What follows belongs to an exercise in optimizing a design on an open flow for a short achievable clock period and few clock cycles; a production flow would make more cautious choices.
The RTL was checked by simulation tests, not by an equivalence proof against the original design.
Power figures rest on the tool's default switching activity, not on a simulated workload.

[flow/run.sh]
#!/bin/bash
# synth_recipe.tcl (not shown) runs the flow's synth.tcl, then flattens the netlist and writes it again
# the make line also repeats each setting of config.mk as NAME=value (left out here)
make -C /OpenROAD-flow-scripts/flow DESIGN_CONFIG=/design/flow/config.mk WORK_HOME=/design/flow/orfs CLKGATE_MAP_FILE= SYNTH_SCRIPT=/design/flow/synth_recipe.tcl finish
[flow/config.mk]
export PLATFORM = sky130hd
export DESIGN_NAME = MIPS
export DESIGN_NICKNAME = MIPS
export VERILOG_FILES = /design/flow/design.v
export SDC_FILE = /design/flow/constraint.sdc
export NUM_CORES = 4
export LEC_CHECK = 0
export CAP_MARGIN = 20
export CORE_MARGIN = 2
export CORE_UTILIZATION = 40
export PLACE_DENSITY = 0.6
export SLEW_MARGIN = 20
[flow/constraint.sdc]
create_clock -name core_clock -period 11.0 [get_ports {clk}]
set_input_delay 2.2000 -clock core_clock [delete_from_list [all_inputs] [get_ports {clk}]]
set_output_delay 2.2000 -clock core_clock [all_outputs]
set_load 0.01 [all_outputs]
[flow/design.v]
module alu(
   input  signed [31:0] A, B,
   input         [4:0]  ALUOp,
   output reg signed [31:0] C,
   output Zero
);
   integer    i;
   always @( * )
    begin
      case ( ALUOp )
          5'b00000:  C = A;                           
          5'b00010:  C = A + B;                       
          5'b00110:  C = A - B;                       
          5'b00011:  C = A & B;                       
          5'b00001:   C = A | B;                       
          5'b01101:  C = ~(A | B);                    
          5'b01110:  C = A ^ B;                       
          5'b00111:  C = (A < B) ? 32'd1 : 32'd0;     
          5'b01001:  C = (A > B) ? 32'd1 : 32'd0;     
          5'b01100: C = ({1'b0, A} < {1'b0, B}) ? 32'd1 : 32'd0;  
          5'b01111:  C = {B[15:0],16'b0};             
          5'b00100:  C = B << A[4:0];
          5'b00101:  C = B >>> A[4:0];
          5'b01000:  C = B >> A[4:0];
          5'b10000:  C = A | {16'b0,B[15:0]};
          5'b10010: C = A & {16'b0,B[15:0]};
          5'b10001: C = A ^ {16'b0,B[15:0]};
          5'b10011: C = (A > 0) ? 32'd0 : 32'd1;
          5'b10100: C = (A >= 0) ? 32'd0 : 32'd1;
          5'b10101: C = (A <= 0) ? 32'd0 : 32'd1;
          5'b10110: C = (A < 0) ? 32'd0 : 32'd1;
          5'b10111:  C = (A != B) ? 32'd0 : 32'd1;
          default:   C = A;                           
      endcase
   end  
   assign Zero = (C == 32'b0);
endmodule
module mux2 #(parameter WIDTH = 32)
             (d0, d1,
              s, y);
    input  [WIDTH-1:0] d0, d1;
    input              s;
    output [WIDTH-1:0] y;
    assign y = ( s == 1'b1 ) ? d1:d0;
endmodule
module mux2_5 #(parameter WIDTH = 5)
             (d0, d1,
              s, y);
    input  [WIDTH-1:0] d0, d1;
    input              s;
    output [WIDTH-1:0] y;
    assign y = ( s == 1'b1 ) ? d1:d0;
endmodule
module mux2_1(d0, d1,
              s, y);
    input  d0, d1;
    input   s;
    output  y;
    assign y = ( s == 1'b1 ) ? d1:d0;
endmodule
module mux4 #(parameter WIDTH = 32)
             (d0, d1, d2, d3,
              s, y);
    input  [WIDTH-1:0] d0, d1, d2, d3;
    input  [1:0] s;
    output [WIDTH-1:0] y;
    reg [WIDTH-1:0] y_r;
    always @( * ) begin
        case ( s )
            2'b00: y_r = d0;
            2'b01: y_r = d1;
            2'b10: y_r = d2;
            2'b11: y_r = d3;
            default: ;
        endcase
    end  
    assign y = y_r;
endmodule
module mux4_5 #(parameter WIDTH = 5)
             (d0, d1, d2, d3,
              s, y);
    input  [WIDTH-1:0] d0, d1, d2, d3;
    input  [1:0] s;
    output [WIDTH-1:0] y;
    reg [WIDTH-1:0] y_r;
    always @( * ) begin
        case ( s )
            2'b00: y_r = d0;
            2'b01: y_r = d1;
            2'b10: y_r = d2;
            2'b11: y_r = d3;
            default: ;
        endcase
    end  
    assign y = y_r;
endmodule
module mux8 #(parameter WIDTH = 8)
             (d0, d1, d2, d3,
              d4, d5, d6, d7,
              s, y);
    input  [WIDTH-1:0] d0, d1, d2, d3;
    input  [WIDTH-1:0] d4, d5, d6, d7;
    input  [2:0]       s;
    output [WIDTH-1:0] y;
    reg [WIDTH-1:0] y_r;
    always @( * ) begin
        case ( s )
            3'd0: y_r = d0;
            3'd1: y_r = d1;
            3'd2: y_r = d2;
            3'd3: y_r = d3;
            3'd4: y_r = d4;
            3'd5: y_r = d5;
            3'd6: y_r = d6;
            3'd7: y_r = d7;
            default: ;
        endcase
    end  
    assign y = y_r;
endmodule
module mux16 #(parameter WIDTH = 8)
             (d0, d1, d2, d3,
              d4, d5, d6, d7,
              d8, d9, d10, d11,
              d12, d13, d14, d15,
              s, y);
    input [WIDTH-1:0] d0, d1, d2, d3;
    input [WIDTH-1:0] d4, d5, d6, d7;
    input [WIDTH-1:0] d8, d9, d10, d11;
    input [WIDTH-1:0] d12, d13, d14, d15;
    input [3:0] s;
    output [WIDTH-1:0] y;
    reg [WIDTH-1:0] y_r;
    always @( * ) begin
        case ( s )
            4'd0:  y_r = d0;
            4'd1:  y_r = d1;
            4'd2:  y_r = d2;
            4'd3:  y_r = d3;
            4'd4:  y_r = d4;
            4'd5:  y_r = d5;
            4'd6:  y_r = d6;
            4'd7:  y_r = d7;
            4'd8:  y_r = d8;
            4'd9:  y_r = d9;
            4'd10: y_r = d10;
            4'd11: y_r = d11;
            4'd12: y_r = d12;
            4'd13: y_r = d13;
            4'd14: y_r = d14;
            4'd15: y_r = d15;
            default: ;
        endcase
    end  
    assign y = y_r;
endmodule
module EXT16( Imm16,EXTOp,Imm32 );
   input  [15:0] Imm16;
   input         EXTOp;
   output [31:0] Imm32;
   assign Imm32 = (EXTOp) ? {{16{Imm16[15]}}, Imm16} : {16'd0, Imm16};  
endmodule
module EXT8( Imm8,EXTOp,Imm32 );
   input  [7:0]  Imm8;
   input         EXTOp;
   output [31:0] Imm32;
   assign Imm32 = (EXTOp) ? {{24{Imm8[7]}}, Imm8} : {24'd0, Imm8};  
endmodule
module PC( clk, rst, NPC, PC, PC_Write_Final );
  input              clk;
  input              rst;
  input             PC_Write_Final;
  input       [31:0] NPC;
  output reg  [31:0] PC;
  always @(posedge clk)
    begin
    if (rst) 
      PC <= 32'h0000_0000;
    else
      begin
        if(PC_Write_Final)
          PC <= NPC;
        else
          PC <= PC;
      end
    end
endmodule
  module RF(   input         clk, 
               input         rst,
               input         RFWr, 
               input  [4:0]  A1, A2, A3, 
               input  [31:0] WD, 
               output [31:0] RD1, RD2);
  reg [31:0] rf[0:31];
  integer i;
  always @(posedge clk)
    if (rst) begin     
      for (i=0; i<32; i=i+1)
        rf[i] <= 0;  
    end
    else 
      if (RFWr) begin 
        rf[A3] <= (A3 != 0) ? WD : 0;
      end
  assign RD1 = (A1 == 0) ? 0 : (RFWr && (A3 == A1)) ? WD : rf[A1];
  assign RD2 = (A2 == 0) ? 0 : (RFWr && (A3 == A2)) ? WD : rf[A2];
endmodule 
module DM(
    input MemR,
    input MemWr,
    input [1:0] MemWrBits,
    input [2:0] MemRBits,
    input [31:0] MemData,      
    output reg [3:0] WrMask,
    output reg [31:0] ReadData
);
    always@(*)
    begin
        WrMask = 4'b0000;
        if(MemWr == 1)
            begin
            case(MemWrBits)
                2'b00: WrMask = 4'b1111;  
                2'b01: WrMask = 4'b0011;  
                2'b10: WrMask = 4'b0001;  
                default: WrMask = 4'b0000;
            endcase
            end
    end
    always@(*)
    begin
    case(MemRBits)
        3'b000:
            begin
            ReadData = (MemR == 1)? MemData : 0;
            end
        3'b010:  
            begin
            ReadData = (MemR == 1)? {16'b0,MemData[15:0]} :0; 
            end
        3'b001:  
            begin
            ReadData = (MemR == 1)? {{16{MemData[15]}},MemData[15:0]} :0; 
            end
        3'b100:  
            begin
            ReadData = (MemR == 1)? {24'b0,MemData[7:0]} : 0;    
            end
        3'b011:  
            begin
            ReadData = (MemR == 1)? {{24{MemData[7]}},MemData[7:0]} : 0;    
            end
        default:
            begin
            ReadData = 0;
            end
    endcase
    end
endmodule
module Control(clk,rst,Op,Funct,Rs,Rt,PCSrc,NPCType,RegDst,MemRead,MemtoReg,ALUOp,MemWrite,ALUSrc_A,ALUSrc_B,RegWrite,MemWrBits,MemRBits,JumpSrc);
    input clk;
    input rst;
    input [5:0] Op;
    input [4:0] Rs; 
    input [4:0] Rt;  
    input [5:0] Funct;
    output reg  MemRead,MemWrite,RegWrite;
    output reg [1:0] NPCType;
    output reg [4:0] ALUOp;
    output reg [2:0] MemRBits;
    output reg [1:0] MemWrBits;
    output reg [1:0] MemtoReg;
    output reg [1:0] ALUSrc_A;
    output reg [1:0] ALUSrc_B;
    output reg [1:0] RegDst;
    output reg PCSrc;
    output reg JumpSrc;
    always@(*)
    begin
    if(rst)
    begin
        {MemRead,MemWrite,RegWrite} <= 3'b0;
        NPCType <= 2'b00;
        ALUOp <= 5'b00000;
        MemRBits <= 3'b0;
        MemWrBits <= 2'b0;
        MemtoReg <= 2'b0;
        ALUSrc_A <= 2'b0;
        ALUSrc_B <= 2'b0;
        RegDst <= 2'b0;
        PCSrc <= 1'b0;
        JumpSrc <= 1'b0;
    end
    else
    begin
        {MemRead,MemWrite,RegWrite} <= 3'b0;
        NPCType <= 2'b00;
        ALUOp <= 5'b00000;
        MemRBits <= 3'b0;
        MemWrBits <= 2'b0;
        MemtoReg <= 2'b0;
        ALUSrc_A <= 2'b0;
        ALUSrc_B <= 2'b0;
        RegDst <= 2'b0;
        PCSrc <= 1'b0;
        JumpSrc <= 1'b0;
        case(Op)
            6'b000000,
            6'b000000,6'b000000:
            begin
                case(Funct)
                    6'b100000:
                    begin
                        RegWrite <= 1'b1;
                        RegDst <= 2'b01;  
                        MemtoReg <= 2'b00;
                        NPCType <= 2'b00;  
                        ALUOp <= 5'b00010;
                        MemRead <= 1'b0;
                        MemWrite <= 1'b0;
                        PCSrc <= 1'b0;  
                        ALUSrc_A <= 2'b00;  
                        ALUSrc_B <= 2'b00;  
                    end
                    6'b100001:
                    begin
                        RegWrite <= 1'b1;
                        RegDst <= 2'b01;  
                        MemtoReg <= 2'b00;
                        NPCType <= 2'b00;  
                        ALUOp <= 5'b00010;
                        MemRead <= 1'b0;
                        MemWrite <= 1'b0;
                        PCSrc <= 1'b0;  
                        ALUSrc_A <= 2'b00;  
                        ALUSrc_B <= 2'b00;  
                    end
                    6'b100010:
                    begin
                        RegWrite <= 1'b1;
                        RegDst <= 2'b01;  
                        MemtoReg <= 2'b00;
                        NPCType <= 2'b00;  
                        ALUOp <= 5'b00110;
                        MemRead <= 1'b0;
                        MemWrite <= 1'b0;
                        PCSrc <= 1'b0;  
                        ALUSrc_A <= 2'b00;  
                        ALUSrc_B <= 2'b00;  
                    end
                    6'b100011:
                    begin
                        RegWrite <= 1'b1;
                        RegDst <= 2'b01;  
                        MemtoReg <= 2'b00;
                        NPCType <= 2'b00;  
                        ALUOp <= 5'b00110;
                        MemRead <= 1'b0;
                        MemWrite <= 1'b0;
                        PCSrc <= 1'b0;  
                        ALUSrc_A <= 2'b00;  
                        ALUSrc_B <= 2'b00;  
                    end
                    6'b000000:
                    begin
                        RegWrite <= 1'b1;
                        RegDst <= 2'b01;  
                        MemtoReg <= 2'b00;
                        NPCType <= 2'b00;  
                        ALUOp <= 5'b00100;
                        MemRead <= 1'b0;
                        MemWrite <= 1'b0;
                        PCSrc <= 1'b0;  
                        ALUSrc_A <= 2'b01;  
                        ALUSrc_B <= 2'b00;  
                    end
                    6'b000011:
                    begin
                        RegWrite <= 1'b1;
                        RegDst <= 2'b01;  
                        MemtoReg <= 2'b00;
                        NPCType <= 2'b00;  
                        ALUOp <= 5'b00101;
                        MemRead <= 1'b0;
                        MemWrite <= 1'b0;
                        PCSrc <= 1'b0;  
                        ALUSrc_A <= 2'b01;  
                        ALUSrc_B <= 2'b00;  
                    end
                    6'b000010:
                    begin
                        RegWrite <= 1'b1;
                        RegDst <= 2'b01;  
                        MemtoReg <= 2'b00;
                        NPCType <= 2'b00;  
                        ALUOp <= 5'b01000;
                        MemRead <= 1'b0;
                        MemWrite <= 1'b0;
                        PCSrc <= 1'b0;  
                        ALUSrc_A <= 2'b01;  
                        ALUSrc_B <= 2'b00;  
                    end
                    6'b000110:
                    begin
                        RegWrite <= 1'b1;
                        RegDst <= 2'b01;  
                        MemtoReg <= 2'b00;
                        NPCType <= 2'b00;  
                        ALUOp <= 5'b01000;
                        MemRead <= 1'b0;
                        MemWrite <= 1'b0;
                        PCSrc <= 1'b0;  
                        ALUSrc_A <= 2'b00;  
                        ALUSrc_B <= 2'b00;  
                    end
                    6'b000111:
                    begin
                        RegWrite <= 1'b1;
                        RegDst <= 2'b01;  
                        MemtoReg <= 2'b00;
                        NPCType <= 2'b00;  
                        ALUOp <= 5'b00101;
                        MemRead <= 1'b0;
                        MemWrite <= 1'b0;
                        PCSrc <= 1'b0;  
                        ALUSrc_A <= 2'b00;  
                        ALUSrc_B <= 2'b00;  
                    end
                    6'b000100:
                    begin
                        RegWrite <= 1'b1;
                        RegDst <= 2'b01;  
                        MemtoReg <= 2'b00;
                        NPCType <= 2'b00;  
                        ALUOp <= 5'b00100;
                        MemRead <= 1'b0;
                        MemWrite <= 1'b0;
                        PCSrc <= 1'b0;  
                        ALUSrc_A <= 2'b00;  
                        ALUSrc_B <= 2'b00;  
                    end
                    6'b100100:
                    begin
                        RegWrite <= 1'b1;
                        RegDst <= 2'b01;  
                        MemtoReg <= 2'b00;
                        NPCType <= 2'b00;  
                        ALUOp <= 5'b00011;
                        MemRead <= 1'b0;
                        MemWrite <= 1'b0;
                        PCSrc <= 1'b0;  
                        ALUSrc_A <= 2'b00;  
                        ALUSrc_B <= 2'b00;  
                    end
                    6'b100101:
                    begin
                        RegWrite <= 1'b1;
                        RegDst <= 2'b01;  
                        MemtoReg <= 2'b00;
                        NPCType <= 2'b00;  
                        ALUOp <= 5'b00001;
                        MemRead <= 1'b0;
                        MemWrite <= 1'b0;
                        PCSrc <= 1'b0;  
                        ALUSrc_A <= 2'b00;  
                        ALUSrc_B <= 2'b00;  
                    end
                    6'b100110:
                    begin
                        RegWrite <= 1'b1;
                        RegDst <= 2'b01;  
                        MemtoReg <= 2'b00;
                        NPCType <= 2'b00;  
                        ALUOp <= 5'b01110;
                        MemRead <= 1'b0;
                        MemWrite <= 1'b0;
                        PCSrc <= 1'b0;  
                        ALUSrc_A <= 2'b00;  
                        ALUSrc_B <= 2'b00;  
                    end
                    6'b100111:
                    begin
                        RegWrite <= 1'b1;
                        RegDst <= 2'b01;  
                        MemtoReg <= 2'b00;
                        NPCType <= 2'b00;  
                        ALUOp <= 5'b01101;
                        MemRead <= 1'b0;
                        MemWrite <= 1'b0;
                        PCSrc <= 1'b0;  
                        ALUSrc_A <= 2'b00;  
                        ALUSrc_B <= 2'b00;  
                    end
                    6'b101010:
                    begin
                        RegWrite <= 1'b1;
                        RegDst <= 2'b01;  
                        MemtoReg <= 2'b00;
                        NPCType <= 2'b00;  
                        ALUOp <= 5'b00111;
                        MemRead <= 1'b0;
                        MemWrite <= 1'b0;
                        PCSrc <= 1'b0;  
                        ALUSrc_A <= 2'b00;  
                        ALUSrc_B <= 2'b00;  
                    end
                    6'b101011:
                    begin
                        RegWrite <= 1'b1;
                        RegDst <= 2'b01;  
                        MemtoReg <= 2'b00;
                        NPCType <= 2'b00;  
                        ALUOp <= 5'b01100;
                        MemRead <= 1'b0;
                        MemWrite <= 1'b0;
                        PCSrc <= 1'b0;  
                        ALUSrc_A <= 2'b00;  
                        ALUSrc_B <= 2'b00;  
                    end
                    6'b001001:
                    begin
                        RegWrite <= 1'b1;  
                        RegDst <= 2'b01;  
                        MemtoReg <= 2'b10;  
                        NPCType <= 2'b10;  
                        ALUOp <= 5'b00111;
                        MemRead <= 1'b0;
                        MemWrite <= 1'b0;
                        PCSrc <= 1'b0;  
                        ALUSrc_A <= 2'b00;  
                        ALUSrc_B <= 2'b00;  
                        JumpSrc <= 1'b1;  
                    end
                    6'b001000:  
                    begin
                        RegWrite <= 1'b0; 
                        RegDst <= 2'b00;
                        MemtoReg <= 2'b10;  
                        NPCType <= 2'b10;  
                        ALUOp <= 5'b00111;
                        MemRead <= 1'b0;
                        MemWrite <= 1'b0;
                        PCSrc <= 1'b0;  
                        ALUSrc_A <= 2'b00;  
                        ALUSrc_B <= 2'b00;  
                        JumpSrc <= 1'b1;  
                    end
                endcase
            end  
        6'b001000:
        begin
            RegDst <= 2'b00;  
            RegWrite <= 1'b1;
            MemtoReg <= 2'b00;  
            MemWrite <= 1'b0;
            MemRead <= 1'b0;
            PCSrc <= 1'b0;
            ALUSrc_A <= 2'b00 ;  
            ALUSrc_B <= 2'b01 ;  
            NPCType <= 2'b00 ;  
            ALUOp <= 5'b00010;
        end
        6'b001001:
        begin
            RegDst <= 2'b00;  
            RegWrite <= 1'b1;
            MemtoReg <= 2'b00;  
            MemWrite <= 1'b0;
            MemRead <= 1'b0;
            PCSrc <= 1'b0;
            ALUSrc_A <= 2'b00 ;  
            ALUSrc_B <= 2'b01 ;  
            NPCType <= 2'b00 ;  
            ALUOp <= 5'b00010;
        end
        6'b001100:
        begin
            RegDst <= 2'b00;  
            RegWrite <= 1'b1;
            MemtoReg <= 2'b00;  
            MemWrite <= 1'b0;
            MemRead <= 1'b0;
            PCSrc <= 1'b0;
            ALUSrc_A <= 2'b00 ;  
            ALUSrc_B <= 2'b01 ;  
            NPCType <= 2'b00 ;  
            ALUOp <= 5'b10010;
        end
        6'b001101:
        begin
            RegDst <= 2'b00;  
            RegWrite <= 1'b1;
            MemtoReg <= 2'b00;  
            MemWrite <= 1'b0;
            MemRead <= 1'b0;
            PCSrc <= 1'b0;
            ALUSrc_A <= 2'b00 ;  
            ALUSrc_B <= 2'b01 ;  
            NPCType <= 2'b00 ;  
            ALUOp <= 5'b10000;
        end
        6'b001110:
        begin
            RegDst <= 2'b00 ; 
            RegWrite <= 1'b1;
            MemtoReg <= 2'b00;  
            MemWrite <= 1'b0;
            MemRead <= 1'b0;
            PCSrc <= 1'b0;
            ALUSrc_A <= 2'b00 ;  
            ALUSrc_B <= 2'b01 ;  
            NPCType <= 2'b00 ;  
            ALUOp <= 5'b10001;
        end
        6'b001111:
        begin
            RegDst <= 2'b00;  
            RegWrite <= 1'b1;
            MemtoReg <= 2'b00;  
            MemWrite <= 1'b0;
            MemRead <= 1'b0;
            PCSrc <= 1'b0;
            ALUSrc_A <= 2'b00 ;
            ALUSrc_B <= 2'b01 ;  
            NPCType <= 2'b00 ;  
            ALUOp <= 5'b01111;
        end
        6'b001010:
        begin
            RegDst <= 2'b00 ; 
            RegWrite <= 1'b1;
            MemtoReg <= 2'b00;  
            MemWrite <= 1'b0;
            MemRead <= 1'b0;
            PCSrc <= 1'b0;
            ALUSrc_A <= 2'b00 ;  
            ALUSrc_B <= 2'b01 ;  
            NPCType <= 2'b00 ;  
            ALUOp <= 5'b00111;
        end
        6'b001011:
        begin
            RegDst <= 2'b00;  
            RegWrite <= 1'b1;
            MemtoReg <= 2'b00;  
            MemWrite <= 1'b0;
            MemRead <= 1'b0;
            PCSrc <= 1'b0;
            ALUSrc_A <= 2'b00 ;  
            ALUSrc_B <= 2'b01 ;  
            NPCType <= 2'b00 ;  
            ALUOp <= 5'b01100;
        end
        6'b100011:
        begin
            RegDst <= 2'b00;  
            RegWrite <= 1'b1;
            MemtoReg <= 2'b01;  
            MemWrite <= 1'b0;
            MemRead <= 1'b1;
            MemRBits <= 3'b000;  
            PCSrc <= 1'b0;  
            ALUSrc_A <= 2'b00 ;  
            ALUSrc_B <= 2'b01 ;  
            NPCType <= 2'b00 ;  
            ALUOp <= 5'b00010;
        end
        6'b100000:
        begin
            RegDst <= 2'b00;  
            RegWrite <= 1'b1;
            MemtoReg <= 2'b01;  
            MemWrite <= 1'b0;
            MemRead <= 1'b1;
            MemRBits <= 3'b011;  
            PCSrc <= 1'b0;  
            ALUSrc_A <= 2'b00 ;  
            ALUSrc_B <= 2'b01 ;  
            NPCType <= 2'b00 ;  
            ALUOp <= 5'b00010;
        end
        6'b100100:
        begin
            RegDst <= 2'b00;  
            RegWrite <= 1'b1;
            MemtoReg <= 2'b01;  
            MemWrite <= 1'b0;
            MemRead <= 1'b1;
            MemRBits <= 3'b100;  
            PCSrc <= 1'b0;  
            ALUSrc_A <= 2'b00 ;  
            ALUSrc_B <= 2'b01 ;  
            NPCType <= 2'b00 ;  
            ALUOp <= 5'b00010;
        end
        6'b100001:
        begin
            RegDst <= 2'b00; 
            RegWrite <= 1'b1;
            MemtoReg <= 2'b01;  
            MemWrite <= 1'b0;
            MemRead <= 1'b1;
            MemRBits <= 3'b001;  
            PCSrc <= 1'b0;  
            ALUSrc_A <= 2'b00 ;  
            ALUSrc_B <= 2'b01 ;  
            NPCType <= 2'b00 ;  
            ALUOp <= 5'b00010;
        end
        6'b100101:
        begin
            RegDst <= 2'b00;  
            RegWrite <= 1'b1;
            MemtoReg <= 2'b01;  
            MemWrite <= 1'b0;
            MemRead <= 1'b1;
            MemRBits <= 3'b010;  
            PCSrc <= 1'b0;  
            ALUSrc_A <= 2'b00 ;  
            ALUSrc_B <= 2'b01 ;  
            NPCType <= 2'b00 ;  
            ALUOp <= 5'b00010;
        end
        6'b101011:
        begin
            RegWrite <= 1'b0;
            MemWrite <= 1'b1;
            MemRead <= 1'b0;
            MemWrBits <= 2'b00;  
            PCSrc <= 1'b0;  
            ALUSrc_A <= 2'b00 ;  
            ALUSrc_B <= 2'b01 ;  
            NPCType <= 2'b00 ;  
            ALUOp <= 5'b00010;
        end
        6'b101001:
        begin
            RegWrite <= 1'b0;
            MemWrite <= 1'b1;
            MemRead <= 1'b0;
            MemWrBits <= 2'b01;  
            PCSrc <= 1'b0;  
            ALUSrc_A <= 2'b00 ;  
            ALUSrc_B <= 2'b01 ;  
            NPCType <= 2'b00 ;  
            ALUOp <= 5'b00010;
        end
        6'b101000:
        begin
            RegWrite <= 1'b0;
            MemWrite <= 1'b1;
            MemRead <= 1'b0;
            MemWrBits <= 2'b10;  
            PCSrc <= 1'b0;  
            ALUSrc_A <= 2'b00 ;  
            ALUSrc_B <= 2'b01 ;  
            NPCType <= 2'b00 ;  
            ALUOp <= 5'b00010;
        end
        6'b000100:
        begin
            RegWrite <= 1'b0;
            MemWrite <= 1'b0;
            MemRead <= 1'b0;
            PCSrc <= 1'b1;  
            ALUSrc_A <= 2'b00 ;  
            ALUSrc_B <= 2'b00 ;  
            NPCType <= 2'b01 ;
            ALUOp <= 5'b00110 ;  
        end
        6'b000110:
        begin
            RegWrite <= 1'b0;
            MemWrite <= 1'b0;
            MemRead <= 1'b0;
            PCSrc <= 1'b1;  
            ALUSrc_A <= 2'b00 ;  
            ALUSrc_B <= 2'b00 ;  
            NPCType <= 2'b01 ;
            ALUOp <= 5'b10101 ;  
        end
        6'b000111:
        begin
            RegWrite <= 1'b0;
            MemWrite <= 1'b0;
            MemRead <= 1'b0;
            PCSrc <= 1'b1;  
            ALUSrc_A <= 2'b00 ;  
            ALUSrc_B <= 2'b00 ;  
            NPCType <= 2'b01 ;
            ALUOp <= 5'b10011 ;  
        end
        6'b000101:
        begin
            RegWrite <= 1'b0;
            MemWrite <= 1'b0;
            MemRead <= 1'b0;
            PCSrc <= 1'b1;  
            ALUSrc_A <= 2'b00 ;  
            ALUSrc_B <= 2'b00 ;  
            NPCType <= 2'b01 ;
            ALUOp <= 5'b10111;  
        end
        6'b000001:
        begin
            case(Rt)
                5'b00000:  
                begin
                    RegWrite <= 1'b0;
                    MemWrite <= 1'b0;
                    MemRead <= 1'b0;
                    PCSrc <= 1'b1;  
                    ALUSrc_A <= 2'b00 ;  
                    ALUSrc_B <= 2'b00 ;  
                    NPCType <= 2'b01 ;
                    ALUOp <= 5'b10110 ; 
                end
                5'b00001:  
                begin
                    RegWrite <= 1'b0;
                    MemWrite <= 1'b0;
                    MemRead <= 1'b0;
                    PCSrc <= 1'b1;  
                    ALUSrc_A <= 2'b00 ;  
                    ALUSrc_B <= 2'b00 ;  
                    NPCType <= 2'b01 ;
                    ALUOp <= 5'b10100 ; 
                end
            endcase
        end
        6'b000010:
        begin
            RegWrite <= 1'b0;
            MemWrite <= 1'b0;
            MemRead <= 1'b0;
            PCSrc <= 1'b0;  
            ALUSrc_A <= 2'b00 ;  
            ALUSrc_B <= 2'b00 ;  
            NPCType <= 2'b10 ;  
            ALUOp <= 5'b00000 ;
            JumpSrc <= 1'b0;  
        end
        6'b000011:
        begin
            RegWrite <= 1'b1;
            RegDst <= 2'b10 ;  
            MemtoReg <= 2'b10;  
            MemWrite <= 1'b0;
            MemRead <= 1'b0;
            PCSrc <= 1'b0;  
            ALUSrc_A <= 2'b00 ;  
            ALUSrc_B <= 2'b00 ;  
            NPCType <= 2'b10 ;  
            ALUOp <= 5'b00000 ;
            JumpSrc <= 1'b0 ;  
        end
        endcase
    end
    end
endmodule
module Adder_PCPlus4(PC_o,PCPlus4);
    input [31:0] PC_o;
	output reg [31:0] PCPlus4;
	always@(*)
		begin
		PCPlus4 = PC_o + 32'd4;
		end
endmodule
module Branch_Jump_Detect(
    input [1:0] NPCType,
    input Zero,
    output reg [1:0] NextType
);
always@(*)
begin
    NextType <= 2'b00;
    case(NPCType)
    2'b00:
    begin
        NextType <= 2'b00;
    end
    2'b01:
    begin
        if(Zero == 1)
        begin
            NextType <= 2'b01;
        end
        else
        begin
            NextType <= 2'b10;  
        end
    end
    2'b10:
    begin
        NextType <= 2'b11;  
    end
    endcase
end
endmodule
module BranchAdd(
    input [31:0] PCPlus4,
    input [31:0] SignEXTOffset,
    output reg [31:0] BranchPC
);
always@(*)
		begin
		BranchPC <= PCPlus4 + (SignEXTOffset << 2);
		end
endmodule
module EXMEMReg(
    input clk,
    input rst,
    input EXMEMStall,
    input EXMEMFlush,
    input [31:0] IDEXInstruction,
    output reg [31:0] EXMEMInstruction,
    input [31:0] IDEXPCPlus4,
    output reg [31:0] EXMEMPCPlus4,
    input [31:0] IDEXMemWriteData,
    output reg [31:0] EXMEMMemWriteData,
    input [31:0] ALUResult,
    output reg [31:0] EXMEMALUResult,
    input [4:0] IDEXRegRd,
    output reg [4:0] EXMEMRegRd,
    input IDEXRegWrite,
    output reg EXMEMRegWrite,
    input IDEXMemWrite,
    output reg EXMEMMemWrite,
    input [1:0] IDEXMemWrBits,
    output reg [1:0] EXMEMMemWrBits,
    input IDEXMemRead,
    output reg EXMEMMemRead,
    input [2:0] IDEXMemRBits,
    output reg [2:0] EXMEMMemRBits,
    input [1:0] IDEXMemtoReg,
    output reg [1:0] EXMEMMemtoReg
    );
always @(posedge clk)
    begin
        if(rst)
        begin
        EXMEMRegWrite <= 1'b0;
        EXMEMRegRd <= 5'b0;
        EXMEMPCPlus4 <= 32'b0;
        EXMEMMemWriteData <= 32'b0;
        EXMEMMemWrite<= 1'b0;
        EXMEMMemWrBits<= 2'b0;
        EXMEMMemtoReg<= 2'b0;
        EXMEMMemRead<= 1'b0;
        EXMEMMemRBits<= 3'b0;
        EXMEMInstruction<= 32'b0;
        EXMEMALUResult<= 32'b0;
        end
        else if(!EXMEMStall)
            begin
                if(EXMEMFlush)
                    begin
                        EXMEMRegWrite <= 1'b0;
                        EXMEMRegRd <= 5'b0;
                        EXMEMPCPlus4 <= 32'b0;
                        EXMEMMemWriteData <= 32'b0;
                        EXMEMMemWrite<= 1'b0;
                        EXMEMMemWrBits<= 2'b0;
                        EXMEMMemtoReg<= 2'b0;
                        EXMEMMemRead<= 1'b0;
                        EXMEMMemRBits<= 3'b0;
                        EXMEMInstruction<= 32'b0;
                        EXMEMALUResult<= 32'b0;
                    end
                else
                    begin
                        EXMEMRegWrite <= IDEXRegWrite;
                        EXMEMRegRd <= IDEXRegRd;
                        EXMEMPCPlus4 <= IDEXPCPlus4;
                        EXMEMMemWriteData <= IDEXMemWriteData;
                        EXMEMMemWrite<= IDEXMemWrite;
                        EXMEMMemWrBits<= IDEXMemWrBits;
                        EXMEMMemtoReg<= IDEXMemtoReg;
                        EXMEMMemRead<= IDEXMemRead;
                        EXMEMMemRBits<= IDEXMemRBits;
                        EXMEMInstruction<= IDEXInstruction;
                        EXMEMALUResult<= ALUResult;
                    end
            end
    end
endmodule
module ForwardUnit(
    input EXMEMRegWrite,
    input [4:0] EXMEMRegRd,
    input [4:0] IDEXRegRs,
    input [4:0] IDEXRegRt,
    input MEMWBRegWrite,
    input MEMWBMemRead,
    input EXMEMMemWrite,
    input [4:0] MEMWBRegRd,
    output reg [1:0] ForwardA,
    output reg [1:0] ForwardB,
    output reg ForwardC
);
always @(*)
    begin
        ForwardA <= 2'b00;
        ForwardB <= 2'b00;
        ForwardC <= 1'b0;
        if(EXMEMRegWrite && (EXMEMRegRd != 5'b0) && (EXMEMRegRd == IDEXRegRs))
            begin
            ForwardA <=  2'b10;
            end
        if(EXMEMRegWrite && (EXMEMRegRd != 5'b0) && (EXMEMRegRd == IDEXRegRt))
            begin
            ForwardB <=  2'b10;
            end
        if(MEMWBRegWrite && (MEMWBRegRd!= 5'b0) &&
        !(EXMEMRegWrite && (EXMEMRegRd != 5'b0) && (EXMEMRegRd == IDEXRegRs)) &&
        (MEMWBRegRd == IDEXRegRs))
            begin
            ForwardA <= 2'b01;
            end
        if(MEMWBRegWrite && (MEMWBRegRd!= 5'b0) &&
        !(EXMEMRegWrite && (EXMEMRegRd != 5'b0) && (EXMEMRegRd == IDEXRegRt)) &&
        (MEMWBRegRd == IDEXRegRt))
            begin
            ForwardB <= 2'b01;
            end 
        if(MEMWBMemRead &&  EXMEMMemWrite && (MEMWBRegRd == EXMEMRegRd) && (MEMWBRegRd != 5'b0))
            begin
            ForwardC <= 1'b1;
            end
    end
endmodule
module Hazard_Detect(
    input [1:0] Nexttype,
    input IDEXMEMRead,
    input [4:0] IDEXRt,  
    input [4:0] IFIDRs,
    input [4:0] IFIDRt,
    output reg IFIDStall,
    output reg IFIDFlush,
    output reg [1:0] PCSrc,
    output reg PCWrite,
    output reg IDEXFlush
);
always @(*)
    begin
        PCWrite <= 1'b1;
        PCSrc <= 2'b00;
        IFIDStall <= 1'b0;
        IFIDFlush <= 1'b0;
        IDEXFlush <= 1'b0;
        if(IDEXMEMRead && ((IDEXRt == IFIDRs) || (IDEXRt == IFIDRt)))  
            begin
                PCWrite <= 1'b0;  
                IFIDStall <= 1'b1;
                IDEXFlush <= 1'b1;
            end
        else
            begin
                case(Nexttype)
                    2'b00:
                    begin
                        PCWrite <= 1'b1;
                        PCSrc <= 2'b00;   
                        IFIDStall <= 1'b0;
                        IFIDFlush <= 1'b0;
                        IDEXFlush <= 1'b0;
                    end
                    2'b01:
                    begin
                        PCWrite <= 1'b1;
                        PCSrc <= 2'b00;
                        IFIDStall <= 1'b0;
                        IFIDFlush <= 1'b0;
                        IDEXFlush <= 1'b1;
                    end
                    2'b10:
                    begin
                        PCWrite <= 1'b1;
                        PCSrc <= 2'b10;
                        IFIDStall <= 1'b0;
                        IFIDFlush <= 1'b1;
                        IDEXFlush <= 1'b1;
                    end
                    2'b11:
                    begin
                        PCWrite <= 1'b1;
                        PCSrc <= 2'b01;   
                        IFIDStall <= 1'b0;
                        IFIDFlush <= 1'b1;
                        IDEXFlush <= 1'b1;
                    end
                endcase
            end
    end
endmodule
module IDEXReg(
    input clk,
    input rst,
    input IDEXStall,
    input IDEXFlush,
    input [31:0] RD1_i,
    output reg [31:0] IDEXRD1,
    input [31:0] RD2_i,
    output reg [31:0] IDEXRD2,
    input [31:0] PCPlus4_i,
    output reg [31:0] IDEXPCPlus4,
    input [31:0] SignEXT_i,
    output reg [31:0] IDEXSignEXT,
    input [31:0] Instruction,
    output reg [31:0] IDEXInstruction,
    input [4:0] WriteBackDst,
    output reg [4:0] IDEXRegRd,
    input RegWrite,
    output reg IDEXRegWrite,
    input [4:0] ALUOp,
    output reg [4:0] IDEXALUOp,
    input MemRead,
    output reg IDEXMemRead,
    input MemWrite,
    output reg IDEXMemWrite,
    input [1:0] NPCType,
    output reg [1:0] IDEXNPCType,
    input [2:0] MemRBits,
    output reg [2:0] IDEXMemRBits,
    input [1:0] MemWrBits,
    output reg [1:0] IDEXMemWrBits,
    input [1:0] MemtoReg,
    output reg [1:0] IDEXMemtoReg,
    input [1:0] ALUSrc_A,
    output reg [1:0] IDEXALUSrc_A,
    input [1:0] ALUSrc_B,
    output reg [1:0] IDEXALUSrc_B,
    input JumpSrc,
    output reg IDEXJumpSrc    
);
always @(posedge clk)
begin
    if(rst)
    begin
        IDEXALUSrc_A <= 2'b0;
        IDEXALUSrc_B <= 2'b0;
        IDEXSignEXT <= 32'b0;
        IDEXRegWrite <= 1'b0;
        IDEXRD2 <= 32'b0;
        IDEXRD1 <= 32'b0;
        IDEXPCPlus4 <= 32'b0;
        IDEXNPCType<= 2'b0;
        IDEXMemWrite <= 1'b0;
        IDEXMemWrBits <= 2'b0;
        IDEXMemtoReg <= 2'b0;
        IDEXMemRead <= 1'b0;
        IDEXMemRBits <= 3'b0;
        IDEXJumpSrc <= 1'b0;
        IDEXInstruction <= 32'b0;
        IDEXALUOp <= 5'b0;
        IDEXRegRd  <= 5'b0;
    end
    else if(!IDEXStall)
    begin
        if(IDEXFlush)
        begin
            IDEXALUSrc_A <= 2'b0;
            IDEXALUSrc_B <= 2'b0;
            IDEXSignEXT <= 32'b0;
            IDEXRegWrite <= 1'b0;
            IDEXRD2 <= 32'b0;
            IDEXRD1 <= 32'b0;
            IDEXPCPlus4 <= 32'b0;
            IDEXNPCType<= 2'b0;
            IDEXMemWrite <= 1'b0;
            IDEXMemWrBits <= 2'b0;
            IDEXMemtoReg <= 2'b0;
            IDEXMemRead <= 1'b0;
            IDEXMemRBits <= 3'b0;
            IDEXJumpSrc <= 1'b0;
            IDEXInstruction <= 32'b0;
            IDEXALUOp <= 5'b0;
            IDEXRegRd  <= 5'b0;
        end
        else
        begin
            IDEXALUSrc_A <= ALUSrc_A;
            IDEXALUSrc_B <= ALUSrc_B;
            IDEXSignEXT <= SignEXT_i;
            IDEXRegWrite <= RegWrite;
            IDEXRD2 <= RD2_i;
            IDEXRD1 <= RD1_i;
            IDEXPCPlus4 <= PCPlus4_i;
            IDEXNPCType<= NPCType;
            IDEXMemWrite <= MemWrite;
            IDEXMemWrBits <= MemWrBits;
            IDEXMemtoReg <= MemtoReg;
            IDEXMemRead <= MemRead;
            IDEXMemRBits <= MemRBits;
            IDEXJumpSrc <= JumpSrc;
            IDEXInstruction <= Instruction;
            IDEXALUOp <= ALUOp;
            IDEXRegRd  <= WriteBackDst;
        end
    end
end
endmodule
module IFIDReg(clk,rst,IFIDStall,IFIDFlush,PCPlus4_i,PCPlus4_o,Instruction_i,IFIDInstruction);
    input clk;
    input rst;
    input IFIDStall;
    input IFIDFlush;
    input [31:0] PCPlus4_i;
    input [31:0] Instruction_i;
    output reg [31:0] PCPlus4_o;
    output reg [31:0] IFIDInstruction;
    always @(posedge clk)
    begin
        if(rst)
        begin
            PCPlus4_o <= 32'b0;
            IFIDInstruction <= 32'b0;
        end
        else if(!IFIDStall)
        begin
            if(IFIDFlush)
                begin
                    PCPlus4_o <= 32'b0;
                    IFIDInstruction <= 32'b0;
                end
            else
                begin
                    PCPlus4_o <= PCPlus4_i;
                    IFIDInstruction <= Instruction_i;
                end
        end
    end
endmodule
module JumpAddress(
    input [31:0] IDEXPCPlus4,
    input [31:0] IDEXInstruction,
    input [31:0] GPR_RS,
    input IDEXJumpSrc,
    output reg [31:0] JumpPC
);
always @(*)
begin
    if(IDEXJumpSrc == 0)  
    begin
        JumpPC <= {IDEXPCPlus4[31:28],IDEXInstruction[25:0],2'b00};
    end
    else  
    begin
        JumpPC <= GPR_RS;
    end
end
endmodule
module MEMWBReg(
    input clk,
    input rst,
    input MEMWBStall,
    input MEMWBFlush,
    input [31:0] EXMEMInstruction,
    output reg [31:0] MEMWBInstruction,
    input [31:0] EXMEMPCPlus4,
    output reg [31:0] MEMWBPCPlus4,
    input [31:0] EXMEMALUResult,
    output reg [31:0] MEMWBALUResult,
    input [31:0] MemoryData,
    output reg [31:0] MEMWBMemoryData,
    input [4:0] EXMEMRegRd,
    output reg [4:0] MEMWBRegRd,
    input EXMEMRegWrite,
    output reg MEMWBRegWrite,
    input [1:0] EXMEMMemtoReg,
    output reg [1:0] MEMWBMemtoReg,
    input EXMEMMemRead,
    output reg MEMWBMemRead
);
always @(posedge clk)
    begin
        if(rst)
        begin
        MEMWBInstruction <= 32'b0;
        MEMWBPCPlus4  <= 32'b0;
        MEMWBALUResult  <= 32'b0;
        MEMWBMemoryData  <= 32'b0;
        MEMWBRegRd  <= 5'b0;
        MEMWBRegWrite  <= 1'b0;
        MEMWBMemtoReg  <= 2'b0;
        MEMWBMemRead <= 1'b0;
        end
        else if(!MEMWBStall)
        begin
            if(MEMWBFlush)
                begin
                    MEMWBInstruction <= 32'b0;
                    MEMWBPCPlus4  <= 32'b0;
                    MEMWBALUResult  <= 32'b0;
                    MEMWBMemoryData  <= 32'b0;
                    MEMWBRegRd  <= 5'b0;
                    MEMWBRegWrite  <= 1'b0;
                    MEMWBMemtoReg  <= 2'b0;
                    MEMWBMemRead <= 1'b0;
                end
            else
                begin
                    MEMWBInstruction <= EXMEMInstruction;
                    MEMWBPCPlus4 <= EXMEMPCPlus4;
                    MEMWBALUResult <= EXMEMALUResult;
                    MEMWBMemoryData <= MemoryData;
                    MEMWBRegRd <= EXMEMRegRd;
                    MEMWBRegWrite <= EXMEMRegWrite;
                    MEMWBMemtoReg <= EXMEMMemtoReg;
                    MEMWBMemRead <= EXMEMMemRead;
                end
        end
    end
endmodule
module MIPS(clk,rst,imem_addr,imem_rdata,dmem_addr,dmem_wdata,dmem_wmask,dmem_rdata,wb_en,wb_rd,wb_data);
    input clk;
    input rst;
    output [31:0] imem_addr;    
    input  [31:0] imem_rdata;   
    output [31:0] dmem_addr;    
    output [31:0] dmem_wdata;   
    output [3:0]  dmem_wmask;   
    input  [31:0] dmem_rdata;   
    output        wb_en;        
    output [4:0]  wb_rd;        
    output [31:0] wb_data;      
    wire [31:0] PCPlus4;
    wire [31:0] JumpPC;
    wire [31:0] IDEXPCPlus4;
    wire [1:0] PCSrc1;
    wire [31:0] NPC_First;
    mux4 MUX_NPC1(
        .d0(PCPlus4),
        .d1(JumpPC),
        .d2(IDEXPCPlus4),
        .d3(32'b0),
        .s(PCSrc1),
        .y(NPC_First)
        );
    wire [31:0] BranchPC;
    wire [31:0] NPC;
    wire [1:0] NextType;
    wire PCSrc2;
    wire PCSrc2Final;
    assign PCSrc2Final = PCSrc2 & (NextType == 2'b00);
    mux2 MUX_NPC2(
        .d0(NPC_First),
        .d1(BranchPC),
        .s(PCSrc2Final),
        .y(NPC)
        );
    wire [31:0] PC_o;
    wire PCWrite;
    PC my_PC(
        .clk(clk),
        .rst(rst),
        .NPC(NPC),
        .PC(PC_o),
        .PC_Write_Final(PCWrite)
        );
    wire [31:0] Instruction;
    assign imem_addr = PC_o;
    assign Instruction = imem_rdata;
   Adder_PCPlus4 PCAdder4(.PC_o(PC_o),.PCPlus4(PCPlus4));
   wire IFIDStall;
   wire IFIDFlush;
   wire [31:0] IFIDInstruction;
   wire [31:0] IFIDPCPlus4;
   IFIDReg IFIDReg(
       .clk(clk),
       .rst(rst),
       .IFIDStall(IFIDStall),
       .IFIDFlush(IFIDFlush),
       .PCPlus4_i(PCPlus4),
       .Instruction_i(Instruction),
       .PCPlus4_o(IFIDPCPlus4),
       .IFIDInstruction(IFIDInstruction)
       );
    wire [4:0] MEMWBRegRd;
    wire [31:0]WriteDataFinal;
    wire [31:0] ReadData1;
    wire [31:0] ReadData2;
    wire MEMWBRegWrite;
     RF my_RF(
         .clk(clk),
         .rst(rst),
         .RFWr(MEMWBRegWrite),
         .A1(IFIDInstruction[25:21]),
         .A2(IFIDInstruction[20:16]),
         .A3(MEMWBRegRd),
         .WD(WriteDataFinal),
         .RD1(ReadData1),
         .RD2(ReadData2)
         );
    wire [1:0] RegDst; 
    wire [4:0] RegDstIn;
    mux4_5 MUX_RegDst(
        .d0(IFIDInstruction[20:16]),
        .d1(IFIDInstruction[15:11]),
        .d2(5'b11111),
        .d3(5'b00000),
        .s(RegDst),
        .y(RegDstIn)
        );
    wire [31:0] SignEXTOffset;
    EXT16 EXTOffset(
        .Imm16(IFIDInstruction[15:0]),
        .EXTOp(1'b1),
        .Imm32(SignEXTOffset)
        );
    BranchAdd BranchAdd(.PCPlus4(IFIDPCPlus4),.SignEXTOffset(SignEXTOffset),.BranchPC(BranchPC));
    wire MemRead;
    wire [1:0] MemtoReg;
    wire [4:0] ALUOp;
    wire MemWrite;
    wire [1:0] Sig_ALUSrcA;
    wire [1:0] Sig_ALUSrcB;
    wire [1:0] MemWrBits;
    wire [2:0] MemRBits;
    wire [1:0] NPCType;
    wire JumpSrc;
    wire RegWrite;
    Control Control(
        .clk(clk),.rst(rst),
        .Op(IFIDInstruction[31:26]),
        .Funct(IFIDInstruction[5:0]),
        .Rs(IFIDInstruction[25:21]),
        .Rt(IFIDInstruction[20:16]),
        .PCSrc(PCSrc2),
        .NPCType(NPCType),
        .JumpSrc(JumpSrc),
        .RegDst(RegDst),
        .MemRead(MemRead),
        .MemtoReg(MemtoReg),
        .ALUOp(ALUOp),
        .MemWrite(MemWrite),
        .ALUSrc_A(Sig_ALUSrcA),
        .ALUSrc_B(Sig_ALUSrcB),
        .RegWrite(RegWrite),
        .MemWrBits(MemWrBits),
        .MemRBits(MemRBits)
        );
    wire [31:0] IDEXInstruction;
    wire IDEXMemRead ;
    wire IDEXFlush;
    Hazard_Detect Hazard_Detect(
        .Nexttype(NextType),
        .IDEXMEMRead(IDEXMemRead),
        .IDEXRt(IDEXInstruction[20:16]),
        .IFIDRs(IFIDInstruction[25:21]),
        .IFIDRt(IFIDInstruction[20:16]),
        .IFIDStall(IFIDStall),
        .IFIDFlush(IFIDFlush),
        .PCSrc(PCSrc1),
        .PCWrite(PCWrite),
        .IDEXFlush(IDEXFlush)
        );
    wire IDEXStall;
    assign IDEXStall = 1'b0;
    wire [31:0] IDEXRD1;
    wire [31:0] IDEXRD2;
    wire [1:0] IDEXALUSrc_A ;
    wire [1:0] IDEXALUSrc_B;
    wire [31:0] IDEXSignEXT;  
    wire [1:0] IDEXNPCType ;
    wire IDEXMemWrite ;
    wire [1:0] IDEXMemWrBits; 
    wire [1:0] IDEXMemtoReg ;
    wire [2:0] IDEXMemRBits; 
    wire IDEXJumpSrc ;
    wire [4:0] IDEXALUOp ;
    wire [4:0] IDEXRegRd ;
    wire IDEXRegWrite;
    IDEXReg IDEXReg(
        .clk(clk),
        .rst(rst),
        .IDEXStall(IDEXStall),
        .IDEXFlush(IDEXFlush),
        .RD1_i(ReadData1),
        .IDEXRD1(IDEXRD1),
        .RD2_i(ReadData2),
        .IDEXRD2(IDEXRD2),
        .PCPlus4_i(IFIDPCPlus4),
        .IDEXPCPlus4(IDEXPCPlus4),
        .SignEXT_i(SignEXTOffset),
        .IDEXSignEXT(IDEXSignEXT),
        .Instruction(IFIDInstruction),
        .IDEXInstruction(IDEXInstruction),
        .WriteBackDst(RegDstIn),
        .IDEXRegRd(IDEXRegRd),
        .RegWrite(RegWrite),
        .IDEXRegWrite(IDEXRegWrite),
        .ALUOp(ALUOp),
        .IDEXALUOp(IDEXALUOp),
        .MemRead(MemRead),
        .IDEXMemRead(IDEXMemRead),
        .MemWrite(MemWrite),
        .IDEXMemWrite(IDEXMemWrite),
        .NPCType(NPCType),
        .IDEXNPCType(IDEXNPCType),
        .MemRBits(MemRBits),
        .IDEXMemRBits(IDEXMemRBits),
        .MemWrBits(MemWrBits),
        .IDEXMemWrBits(IDEXMemWrBits),
        .MemtoReg(MemtoReg),
        .IDEXMemtoReg(IDEXMemtoReg),
        .ALUSrc_A(Sig_ALUSrcA),
        .IDEXALUSrc_A(IDEXALUSrc_A),
        .ALUSrc_B(Sig_ALUSrcB),
        .IDEXALUSrc_B(IDEXALUSrc_B),
        .JumpSrc(JumpSrc),
        .IDEXJumpSrc(IDEXJumpSrc)
        );
    wire [1:0] ForwardA;
    wire  [31:0] ALUSrcA_First;
    wire [31:0] EXMEMALUResult;
    wire [31:0] EXMEMFwdData;
    wire [1:0] EXMEMMemtoReg;
    wire [31:0] EXMEMPCPlus4;
    assign EXMEMFwdData = (EXMEMMemtoReg == 2'b10) ? EXMEMPCPlus4 : EXMEMALUResult;
    mux4 MUX_ForwardA(
        .d0(IDEXRD1),
        .d1(WriteDataFinal),
        .d2(EXMEMFwdData),
        .d3(32'b0),
        .s(ForwardA),
        .y(ALUSrcA_First)
        );
    wire [31:0] ALUSrcAData;
    mux4 MUX_ALUSrcA(
        .d0(ALUSrcA_First),
        .d1({27'b0,IDEXInstruction[10:6]}),
        .d2(32'b0),
        .d3(32'b0),
        .s(IDEXALUSrc_A),
        .y(ALUSrcAData)
        );
   JumpAddress JumpAddress(
       .IDEXPCPlus4(IDEXPCPlus4),
       .IDEXInstruction(IDEXInstruction),
       .GPR_RS(ALUSrcA_First),
       .IDEXJumpSrc(IDEXJumpSrc),
       .JumpPC(JumpPC)
       );
    wire [1:0] ForwardB;
    wire [31:0] ALUSrcB_First;
    mux4 MUX_ForwardB(
        .d0(IDEXRD2),
        .d1(WriteDataFinal),
        .d2(EXMEMFwdData),
        .d3(32'b0),
        .s(ForwardB),
        .y(ALUSrcB_First)
        );
    wire [31:0] ALUSrcBData;
    mux4 MUX_ALUSrcB(
        .d0(ALUSrcB_First),
        .d1(IDEXSignEXT),
        .d2(32'b0),
        .d3(32'b0),
        .s(IDEXALUSrc_B),
        .y(ALUSrcBData)
        );
    wire Zero;
    wire [31:0] ALUResult;
    alu ALU(
        .A(ALUSrcAData),
        .B(ALUSrcBData),
        .ALUOp(IDEXALUOp),
        .C(ALUResult),
        .Zero(Zero)
        );
    Branch_Jump_Detect Branch_Jump_Detect(
        .NPCType(IDEXNPCType),
        .Zero(Zero),
        .NextType(NextType)
        );
    wire EXMEMRegWrite;
    wire [4:0] EXMEMRegRd;
    wire ForwardC;
    wire MEMWBMemRead;
    wire EXMEMMemWrite;
    ForwardUnit ForwardUnit(
        .EXMEMRegWrite(EXMEMRegWrite),
        .EXMEMRegRd(EXMEMRegRd),
        .IDEXRegRs(IDEXInstruction[25:21]),
        .IDEXRegRt(IDEXInstruction[20:16]),
        .MEMWBRegWrite(MEMWBRegWrite),
        .MEMWBRegRd(MEMWBRegRd),
        .ForwardA(ForwardA),
        .ForwardB(ForwardB),
        .ForwardC(ForwardC),
        .MEMWBMemRead(MEMWBMemRead),
        .EXMEMMemWrite(EXMEMMemWrite)
        );
    wire EXMEMStall;
    assign EXMEMStall = 1'b0;
    wire EXMEMFlush;
    assign EXMEMFlush = 1'b0;
    wire [31:0] EXMEMInstruction;
    wire [31:0] EXMEMMemWriteData;
    wire [1:0] EXMEMMemWrBits;
    wire EXMEMMemRead;
    wire [2:0] EXMEMMemRBits;
    EXMEMReg EXMEMReg(
     .clk(clk),
     .rst(rst),
     .EXMEMStall(EXMEMStall),
     .EXMEMFlush(EXMEMFlush),
     .IDEXInstruction(IDEXInstruction),
     .EXMEMInstruction(EXMEMInstruction),
     .IDEXPCPlus4(IDEXPCPlus4),
     .EXMEMPCPlus4(EXMEMPCPlus4),
     .IDEXMemWriteData(ALUSrcB_First),  
     .EXMEMMemWriteData(EXMEMMemWriteData),
     .ALUResult(ALUResult),
     .EXMEMALUResult(EXMEMALUResult),
     .IDEXRegRd(IDEXRegRd),
     .EXMEMRegRd(EXMEMRegRd),
     .IDEXRegWrite(IDEXRegWrite),
     .EXMEMRegWrite(EXMEMRegWrite),
     .IDEXMemWrite(IDEXMemWrite),
     .EXMEMMemWrite(EXMEMMemWrite),
     .IDEXMemWrBits(IDEXMemWrBits),
     .EXMEMMemWrBits(EXMEMMemWrBits),
     .IDEXMemRead(IDEXMemRead),
     .EXMEMMemRead(EXMEMMemRead),
     .IDEXMemRBits(IDEXMemRBits),
     .EXMEMMemRBits(EXMEMMemRBits),
     .IDEXMemtoReg(IDEXMemtoReg),
     .EXMEMMemtoReg(EXMEMMemtoReg)
    );
    wire [31:0] EXMEMMemWriteDataFinal;
    mux2 MUX_ForwardC(
        .d0(EXMEMMemWriteData),
        .d1(WriteDataFinal),
        .s(ForwardC),
        .y(EXMEMMemWriteDataFinal)
        );
    wire [31:0] EXMEMMemReadData;
    DM DM(
        .MemR(EXMEMMemRead),
        .MemWr(EXMEMMemWrite),
        .MemWrBits(EXMEMMemWrBits),
        .MemRBits(EXMEMMemRBits),
        .MemData(dmem_rdata),
        .WrMask(dmem_wmask),
        .ReadData(EXMEMMemReadData)
        );
    assign dmem_addr = EXMEMALUResult;
    assign dmem_wdata = EXMEMMemWriteDataFinal;
    wire MEMWBStall;
    assign MEMWBStall = 1'b0;
    wire MEMWBFlush;
    assign MEMWBFlush = 1'b0;
    wire [31:0] MEMWBInstruction;
    wire [31:0] MEMWBPCPlus4;
    wire [31:0] MEMWBALUResult;
    wire [31:0] MEMWBMemoryData;
    wire [1:0] MEMWBMemtoReg;
    MEMWBReg MEMWBReg(
        .clk(clk),
        .rst(rst),
        .MEMWBStall(MEMWBStall),
        .MEMWBFlush(MEMWBFlush),
        .EXMEMInstruction(EXMEMInstruction),
        .MEMWBInstruction(MEMWBInstruction),
        .EXMEMPCPlus4(EXMEMPCPlus4),
        .MEMWBPCPlus4(MEMWBPCPlus4),
        .EXMEMALUResult(EXMEMALUResult),
        .MEMWBALUResult(MEMWBALUResult),
        .MemoryData(EXMEMMemReadData),
        .MEMWBMemoryData(MEMWBMemoryData),
        .EXMEMRegRd(EXMEMRegRd),
        .MEMWBRegRd(MEMWBRegRd),
        .EXMEMRegWrite(EXMEMRegWrite),
        .MEMWBRegWrite(MEMWBRegWrite),
        .EXMEMMemtoReg(EXMEMMemtoReg),
        .MEMWBMemtoReg(MEMWBMemtoReg),
        .EXMEMMemRead(EXMEMMemRead),
        .MEMWBMemRead(MEMWBMemRead)
        );
    mux4 MUX_MemtoReg(
        .d0(MEMWBALUResult),
        .d1(MEMWBMemoryData),
        .d2(MEMWBPCPlus4),
        .d3(32'b0),
        .s(MEMWBMemtoReg),
        .y(WriteDataFinal)
        );
    assign wb_en = MEMWBRegWrite;
    assign wb_rd = MEMWBRegRd;
    assign wb_data = WriteDataFinal;
endmodule
==> run summary <==
outcome = complete, no violations
I/O pins = 204
worst hold path endpoint = MEMWBReg.MEMWBPCPlus4[20]$_SDFF_PP0_
slew at the pin closest to its max-slew limit = 1260 ps
Post-synth EDFFs = 1024
WL final = 364600 µm
synthesized flop and latch total = 1483
TritonCTS Sinks = 1483
Synth-to-Final Area Change = 13.11%
Period minus WS final = 9993 ps
total grt overflow = 0
total CTS buffers = 159
CP Launch Type = register
count of port buffers added during placement = 203
Hold WC Path Type = reg2reg
Critical Path Max Stage Delay = 900 ps
CTS tree = built
final design utilization = 45.56%
clock buffer depth = 3
total design power = 15.62 mW
worst-path maximum fanout = 59
Die Y = 460.8 µm
CTS resizes = 0
Mapped Avg Cell Area = 11.24 µm²
Final #Nets = 7623
initial core utilization = 40.27%
synth unique cells = 93
RD Place Congestion = 1.038
die width = 460.8 µm
pin count of the biggest net entering global routing = 118
M2 GR Usage = 52.55%
root buf cell = clkbuf_16
register area share after synthesis = 47.84%
DRC = 0
mapped cell area = 0.08348 mm²
Final ANT Viol Nets = 0
met1 Resource Use GR = 44.73%
Mapped Cells = 7425
worst vdd ir = 0.1708 mV
DR vias = 68127
commonest cells after routing, fill and taps aside = nor2_1, edfxtp_1, mux4_2, dfxtp_1, nand2_1
Worst Reg-to-Reg Cells = 28
Non-Filler Instances = 10352
most common cell after layout, fill and taps aside = nor2_1
initial drt markers = 11008
HP Start = EXMEMReg.EXMEMPCPlus4[20]$_SDFF_PP0_
# rows = 167
die area = 0.2124 mm²
reg2reg end = IFIDReg.PCPlus4_o[12]$_SDFFE_PP0N_
setup TNS = 0 ps
placed insts = 10051
gr usage total = 33.76%
most used cell along the critical path = buf_4
Worst-Skew Late Latency = 830 ps
hold slack final = 447.8 ps
MaxCap Viol Count = 0
Slew headroom = 15.98%
Post-CTS Setup Bufs = 0
PwrDens = 165.4 mW/mm²
CP arrival = 10720 ps
clock skew = 41.32 ps
ranking of synthesized cells by area = edfxtp_1, mux4_2, dfxtp_1
Leakage = 31.75 nW
asr flop ratio synth = 0%
RSZ-0062 raised after global routing = no
Yosys top cell area share = 36.83%
drt via density = 6.581
DP HPWL = 251100 µm
YS warnings = 17
initial antenna violation count = 21
global route hottest layer = met2
final max-slew violation count = 0
reg2reg start = MEMWBReg.MEMWBMemtoReg[0]$_SDFF_PP0_
CP Capture Type = register
Post-synth top flop = edfxtp_1
Hold Path Depth = 1
Final Hold Vio Count = 0
final setup violation count = 0
WL per Instance = 35.22 µm
Worst R2R Setup Slack = 1010 ps
core area = 0.2073 mm²
Clk pin slew, worst setup/hold paths = 60 ps
CTS Hold Bufs = 0
first-pass GRT wire length = 507000 µm
cell taking the most area after synthesis = edfxtp_1
period utilization = 90.85%
grt met3 use = 6.943%
CP Class = reg2reg
fraction of layout cells with a size suffix above 1 = 18.89%
Crit-path slowest cell = o2bb2ai_1
length of the first detailed-routing pass in iterations = 7
worst endpoint required time = 11720 ps
Fillers = 19134
fmax = 100.1 MHz
number of global-route vias before repair = 65156
H-tree level count = 4
## flip-flops by register name, summed over array words and instances (netlist names), 5 cells and up
signal                      flops
IFIDReg.PCPlus4_o              32
my_PC.PC                       32
IDEXReg.IDEXRegRd               5
IFIDReg.IFIDInstruction        32
IDEXReg.IDEXInstruction        26
my_RF.rf                     1024
MEMWBReg.MEMWBMemoryData       32
IDEXReg.IDEXRD2                32
MEMWBReg.MEMWBALUResult        32
EXMEMReg.EXMEMPCPlus4          32
IDEXReg.IDEXRD1                32
EXMEMReg.EXMEMMemWriteData     32
IDEXReg.IDEXPCPlus4            32
MEMWBReg.MEMWBPCPlus4          32
IDEXReg.IDEXALUOp               5
EXMEMReg.EXMEMALUResult        32
MEMWBReg.MEMWBRegRd             5
EXMEMReg.EXMEMRegRd             5
## Yosys cell counts, types with 30 or more instances
master     instances
nand2_1          398
nand2b_1          61
ha_1             129
and3_1            82
nand3_1          129
a31oi_1           50
mux2_2            92
a211oi_1         176
edfxtp_1        1024
o22ai_1           43
a221oi_1          45
a22o_1            38
xnor2_1           72
or3_1             47
nor2b_1          202
a21o_1            33
mux2i_1           96
a311oi_1          45
clkbuf_1         566
o21ai_0          254
dfxtp_1          459
nor3_1           169
a21oi_1          321
buf_1             86
mux4_2           641
nor2_1          1405
xor2_1            30
inv_1            114
o211ai_1          73
o2bb2ai_1         32
buf_2             40
## stage by stage
step	cell area (µm²)	setup WS (ps)
after CTS	94410	1282
after floorplan	83600	2918
after global placement	89080	1340
final	94430	1007
after detailed placement	89110	1302
after global routing	94420	604.2
## worst max path at each step
stage / startpoint / endpoint / slack, ps / cells past startpoint
floorplan: MEMWBReg.MEMWBMemtoReg[0]$_SDFF_PP0_ / my_PC.PC[16]$_SDFFE_PP0N_ / 2920 / 29
global placement: MEMWBReg.MEMWBMemtoReg[0]$_SDFF_PP0_ / IFIDReg.PCPlus4_o[25]$_SDFFE_PP0N_ / 1340 / 28
detailed placement: MEMWBReg.MEMWBMemtoReg[0]$_SDFF_PP0_ / IFIDReg.PCPlus4_o[9]$_SDFFE_PP0N_ / 1300 / 28
CTS: MEMWBReg.MEMWBMemtoReg[0]$_SDFF_PP0_ / IFIDReg.PCPlus4_o[31]$_SDFFE_PP0N_ / 1280 / 28
global route: MEMWBReg.MEMWBMemtoReg[0]$_SDFF_PP0_ / IFIDReg.PCPlus4_o[12]$_SDFFE_PP0N_ / 600 / 28
finish: MEMWBReg.MEMWBMemtoReg[0]$_SDFF_PP0_ / IFIDReg.PCPlus4_o[12]$_SDFFE_PP0N_ / 1010 / 28
## area by class of cell
cell class                      instances  area, µm²  share of cell area [%]
Inverter                              118      445.4                  0.4717
Clock buffer                          201       4239                   4.489
Timing Repair Buffer                  503       4358                   4.615
Multi-Input combinational cell       5160      40850                   43.26
Clock inverter                         94       1059                   1.121
Tap cell                             2788       3488                   3.694
Antenna cell                            5      12.51                 0.01325
Sequential cell                      1483      39980                   42.34
## power by group
group	internal (mW)	total (mW)	switching, mW
combinational	1.28	3.65	2.37
clock	3.13	5.52	2.39
sequential	6.19	6.45	0.259
## cells by family after synthesis
family                   Yosys count  share of synthesized area (%)
AO/OA/AOI/OAI                   1413                          11.49
XOR/XNOR                         102                          1.070
adder cells (fa/ha/maj)          132                          2.005
buffers and inverters            813                          3.732
flip-flops                      1483                          47.84
multiplexers                     831                          19.72
other                              1                       0.004492
AND/OR/NAND/NOR                 2650                          14.14
## routing by layer
metal  routed length, µm  up-vias
met5                  27        -
met4               21890        4
met3               39550      907
met2              165000     4740
met1              138100    34486
li1                    -    27990
## critical path: cells and delay by family (launching register included)
family / cells / cell delay (ps)
adder cells (fa/ha/maj): 1 / 400
flip-flops: 1 / 360
AND/OR/NAND/NOR: 8 / 2400
AO/OA/AOI/OAI: 12 / 4830
buffers and inverters: 6 / 1720
multiplexers: 1 / 170
Testbench counts, summed over its fixed seeds: cycles 37,386.

==> static timing again, ports no longer ideal <==
Ports are ideal in the flow. The routed layout listed here was re-timed in OpenROAD.
Step 1 (the two cells are an assumption about what drives the block):
set clk [get_ports {clk}]
set_driving_cell -lib_cell sky130_fd_sc_hd__clkbuf_16 $clk
set_driving_cell -lib_cell sky130_fd_sc_hd__buf_2 [delete_from_list [all_inputs] $clk]
Step 2 adds t to the input delays and takes it off the output delays; t is the mean of the earliest and latest rising clock arrival at the registers after step 1. Input paths then give back, and output paths get back, about the clock's delay inside the block.
a / b / c = ideal ports / drivers / drivers and shift; a / b = the first two.
t, ns: 0.904
setup WS [ns]: 1.007 / 1.007 / 1.007
hold slack, ns: 0.448 / 0.448 / 0.448
worst setup path after step 2: register to register
worst data-port slew with drivers (ns): 0.06
After both steps this run still meets setup and hold. For this run, drivers alone change the setup slack by 0.000 ns; drivers and shift together by 0.000 ns.
